This design comes from an exercise in tuning for a short achievable clock period and few clock cycles on the open sky130 flow, not from production work.
At most, simulation tests tie the RTL to the original design; equivalence was not proved.
Power and IR drop assume default switching activity.

Design cpu_pipeline, start of the top module:
module cpu_pipeline (
    input clk,           
    input rst_n,         
    output [31:0] imem_addr,     
    input  [31:0] imem_rdata,    
    output [31:0] dmem_addr,     
    output [31:0] dmem_wdata,    
    output        dmem_we,       
    input  [31:0] dmem_rdata     
);
For scale: roughly 160 I/O pins.
Settings: LEC_CHECK=0, CAP_MARGIN=40, CORE_MARGIN=2, CORE_UTILIZATION=40, PLACE_DENSITY=0.6, SETUP_SLACK_MARGIN=5, SLEW_MARGIN=40; clock period 13.0 ns.
standard.sh (not shown) runs the stock make flow with config.mk's settings and CLKGATE_MAP_FILE= SYNTH_SCRIPT=/design/flow/synth_recipe.tcl, a recipe that flattens the netlist after the stock synthesis.
==> flow/flow/run.sh <==
#!/bin/bash
# Layout flow: the standard flow (standard.sh: ORFS with the standard
# synthesis), with two changes to how the layout is made; the constraints
# (constraint.sdc) are unchanged:
#  - timing repair aims at a larger setup slack margin, so that it works
#    towards the period the design can reach rather than the design's 13 ns;
#  - after global placement, flow/outbuf.tcl moves each output port's buffer
#    next to the register that feeds it (detailed placement legalizes it).
# Each tool's log is in orfs/logs/; make's own output is in flow_make.log.
set -euo pipefail
MARGIN=${MARGIN:-9}
sed -e "s|SETUP_SLACK_MARGIN=[-0-9.]*|SETUP_SLACK_MARGIN=$MARGIN POST_GLOBAL_PLACE_TCL=$PWD/flow/outbuf.tcl|" standard.sh > standard_margin.sh
grep -q "SETUP_SLACK_MARGIN=$MARGIN" standard_margin.sh
bash standard_margin.sh finish > flow_make.log 2>&1
==> flow/flow/outbuf.tcl <==
# Move the buffer of each output port, and any inverter or buffer between
# it and the register that feeds it, next to that register, so that the
# buffer, not the register, drives the wire to the pin. Detailed placement
# legalizes the moved cells afterwards.
proc outbuf_driver {inst} {
  foreach it [$inst getITerms] {
    if {[$it isInputSignal] && [$it getNet] != "NULL"} {
      foreach jt [[$it getNet] getITerms] {
        if {[$jt isOutputSignal]} { return [$jt getInst] }
      }
    }
  }
  return ""
}
proc outbuf_is_single {inst} {
  set n 0
  foreach it [$inst getITerms] {
    if {[$it isInputSignal] && [$it getNet] != "NULL"} { incr n }
  }
  set m [[$inst getMaster] getName]
  return [expr {$n == 1 && [regexp {__(inv|buf|clkbuf|clkinv)_} $m]}]
}
set block [ord::get_db_block]
set moved 0
foreach bterm [$block getBTerms] {
  if {[$bterm getIoType] != "OUTPUT"} { continue }
  set net [$bterm getNet]
  if {$net == "NULL"} { continue }
  set buf ""
  foreach it [$net getITerms] {
    if {[$it isOutputSignal]} { set buf [$it getInst] }
  }
  if {$buf == ""} { continue }
  set chain [list $buf]
  set src [outbuf_driver $buf]
  while {$src != "" && [outbuf_is_single $src] && [llength $chain] < 4} {
    lappend chain $src
    set src [outbuf_driver $src]
  }
  if {$src == ""} { continue }
  set loc [$src getLocation]
  foreach c $chain {
    $c setLocation [lindex $loc 0] [lindex $loc 1]
    incr moved
  }
}
puts "outbuf: moved $moved cells next to the registers that drive the outputs"
The starting point finished clean.
Testbench counts at the start, summed over its fixed seeds: cycles 254,461.
Next try:
==> flow/flow/run.sh (replaced) <==
#!/bin/bash
set -euo pipefail
MARGIN=${MARGIN:-9}
sed -e "s/SETUP_SLACK_MARGIN=[-0-9.]*/SETUP_SLACK_MARGIN=$MARGIN/" standard.sh > standard_margin.sh
grep -q "SETUP_SLACK_MARGIN=$MARGIN" standard_margin.sh
bash standard_margin.sh finish > flow_make.log 2>&1
removed: flow/flow/outbuf.tcl
Result:
- power shrinks by 1.3%
- die area is unchanged
- cell area shrinks by 0.30%
- cell count stays flat
- sequential power hardly moves
- register-to-register slack improved by 20 ps
- via count is about the same

## run a
Another version of the RTL of cpu_pipeline (not shown whole).
Size: roughly 10000 cells after synthesis, roughly 2300 flip-flops, about 160 I/O pins, roughly 0.12 mm2 of cells after synthesis.
==> flow/design.v (excerpt) <==
module cpu_pipeline (
    input clk,           
    input rst_n,         
    output [31:0] imem_addr,     
    input  [31:0] imem_rdata,    
    output [31:0] dmem_addr,     
    output [31:0] dmem_wdata,    
    output        dmem_we,       
    input  [31:0] dmem_rdata     
);
reg  [31:0] pc;
reg         d_valid;
reg  [31:0] d_ir, d_pc4, d_pnpc;
reg  [11:0] d_tag;
reg  [15:0] d_hit;
reg  [31:0] d_rs_oh, d_rt_oh;    
reg         d_pt, d_lx;
reg         d_stall;             
reg         d_redb, d_rednc;     
reg  [31:0] e_a, e_b, e_sd, e_pc4, e_bt, e_pnpc;
reg  [4:0]  e_sh, e_dst;
reg  [11:0] e_tag;
reg  [15:0] e_hit;
reg         e_rw, e_lw, e_sw, e_br, e_jr, e_jalr;
reg         e_kill;              
reg         e_beq, e_bne, e_blez, e_bgtz, e_bgez;
reg         e_pt, e_ptok;
reg         e_a_m, e_a_r, e_b_m, e_b_r, e_s_m, e_s_r;
reg         e_ac_m, e_bc_m;      
reg         e_add, e_sub, e_slt, e_sltu, e_and, e_or, e_xor, e_nor, e_passb;
reg         e_sll, e_srl, e_sra;
reg  [31:0] m_res, m_sd;
reg         m_we, m_rw, m_lw;
reg  [4:0]  m_dst;
reg  [31:0] w_res;
reg         w_rw;
reg  [4:0]  w_dst;
reg  [31:0] pci, ma;
reg  [31:0] ra;
reg         u_upd, u_taken;
reg         l_upd, l_taken;
reg  [15:0] l_hit;
reg  [11:0] u_tag, u_tgt;
wire        taken, jr_ne;
wire        e_rwv   = e_rw   & ~e_kill;
  ...
Settings: LEC_CHECK=0, CAP_MARGIN=40, CORE_MARGIN=2, CORE_UTILIZATION=40, CTS_CLUSTER_DIAMETER=100, CTS_CLUSTER_SIZE=20, PLACE_DENSITY=0.7, SETUP_SLACK_MARGIN=5, SLEW_MARGIN=40; clock period 13.0 ns.
==> flow/flow/run.sh <==
#!/bin/bash
# Layout flow: the standard flow (standard.sh: ORFS with the standard
# synthesis), with two changes to how the layout is made; the constraints
# (constraint.sdc) are unchanged:
#  - timing repair aims at a larger setup slack margin, so that it works
#    towards the period the design can reach rather than the design's 13 ns;
#  - after global placement, flow/outbuf.tcl moves each output port's buffer
#    next to the register that feeds it (detailed placement legalizes it).
# Each tool's log is in orfs/logs/; make's own output is in flow_make.log.
set -euo pipefail
MARGIN=${MARGIN:-9}
sed -e "s|SETUP_SLACK_MARGIN=[-0-9.]*|SETUP_SLACK_MARGIN=$MARGIN POST_GLOBAL_PLACE_TCL=$PWD/flow/outbuf.tcl|" standard.sh > standard_margin.sh
grep -q "SETUP_SLACK_MARGIN=$MARGIN" standard_margin.sh
bash standard_margin.sh finish > flow_make.log 2>&1
==> flow/flow/outbuf.tcl <==
# Move the buffer of each output port, and any inverter or buffer between
# it and the register that feeds it, next to that register, so that the
# buffer, not the register, drives the wire to the pin. Detailed placement
# legalizes the moved cells afterwards.
proc outbuf_driver {inst} {
  foreach it [$inst getITerms] {
    if {[$it isInputSignal] && [$it getNet] != "NULL"} {
      foreach jt [[$it getNet] getITerms] {
        if {[$jt isOutputSignal]} { return [$jt getInst] }
      }
    }
  }
  return ""
}
proc outbuf_is_single {inst} {
  set n 0
  foreach it [$inst getITerms] {
    if {[$it isInputSignal] && [$it getNet] != "NULL"} { incr n }
  }
  set m [[$inst getMaster] getName]
  return [expr {$n == 1 && [regexp {__(inv|buf|clkbuf|clkinv)_} $m]}]
}
set block [ord::get_db_block]
set moved 0
foreach bterm [$block getBTerms] {
  if {[$bterm getIoType] != "OUTPUT"} { continue }
  set net [$bterm getNet]
  if {$net == "NULL"} { continue }
  set buf ""
  foreach it [$net getITerms] {
    if {[$it isOutputSignal]} { set buf [$it getInst] }
  }
  if {$buf == ""} { continue }
  set chain [list $buf]
  set src [outbuf_driver $buf]
  while {$src != "" && [outbuf_is_single $src] && [llength $chain] < 4} {
    lappend chain $src
    set src [outbuf_driver $src]
  }
  if {$src == ""} { continue }
  set loc [$src getLocation]
  foreach c $chain {
    $c setLocation [lindex $loc 0] [lindex $loc 1]
    incr moved
  }
}
puts "outbuf: moved $moved cells next to the registers that drive the outputs"
Run a ended with every stage complete and zero timing, DRC or antenna violations.
The following lists how run b was set up differently from run a:
- PLACE_DENSITY: 0.7 -> 0.6
-- flow/flow/run.sh --
<<< run a, line 9
# Each tool's log is in orfs/logs/; make's own output is in flow_make.log.
set -euo pipefail
MARGIN=${MARGIN:-9}
sed -e "s|SETUP_SLACK_MARGIN=[-0-9.]*|SETUP_SLACK_MARGIN=$MARGIN POST_GLOBAL_PLACE_TCL=$PWD/flow/outbuf.tcl|" standard.sh > standard_margin.sh
grep -q "SETUP_SLACK_MARGIN=$MARGIN" standard_margin.sh
>>> run b, line 9
# Each tool's log is in orfs/logs/; make's own output is in flow_make.log.
set -euo pipefail
MARGIN=${MARGIN:-8.8}
sed -e "s|SETUP_SLACK_MARGIN=[-0-9.]*|SETUP_SLACK_MARGIN=$MARGIN POST_GLOBAL_PLACE_TCL=$PWD/flow/outbuf.tcl|" standard.sh > standard_margin.sh
grep -q "SETUP_SLACK_MARGIN=$MARGIN" standard_margin.sh
==> notes.md <==
- Comparing detailed-routing iteration count for the pre-antenna-repair pass for run b and run a, the bigger number came from run a.
- Between run b and run a, it is run b whose area growth from synthesis to layout is lower, by 0.70 points.
- Per the comparison of run b with run a, remaining max-slew budget at the tightest pin climbed 3.8 points, combinational power went down about 2%, setup slack lost 90 ps.
- Total of plain and repair buffers excluding clock buffers: run b < run a
No functional check of the RTL was part of any run of this note.

## re-timing with driven ports
Ports are ideal in the flow. The routed layouts listed here were re-timed in OpenROAD. Step 1, drivers: a clkbuf_16 drives clk and a buf_2 each remaining input, both assumed. Step 2 adds t to the input delays and takes it off the output delays; t is the mean of the earliest and latest rising clock arrival at the registers after step 1. Input paths then give back, and output paths get back, about the clock's delay inside the block. Three values: ideal, step 1, step 2; two values: the first two.
run | t (ns) | slack for setup (ns) | worst hold slack (ns) | worst register clock-pin slew, ns
the first run of note 1 | 1.025 | 8.903 / 8.817 / 8.067 | 0.325 / 0.325 / 0.325 | 0.07 / 0.07
the second run of note 1 | 1.007 | 8.811 / 8.710 / 8.037 | 0.327 / 0.327 / 0.327 | 0.07 / 0.07
run a | 0.926 | 8.881 / 8.884 / 8.013 | 0.319 / 0.319 / 0.319 | 0.10 / 0.10
run b | 0.949 | 8.791 / 8.735 / 7.941 | 0.326 / 0.326 / 0.326 | 0.10 / 0.10
After both steps every run listed still meets setup and hold. For run a, which loses most, drivers alone change the setup slack by +0.003 ns; drivers and shift together by -0.868 ns.
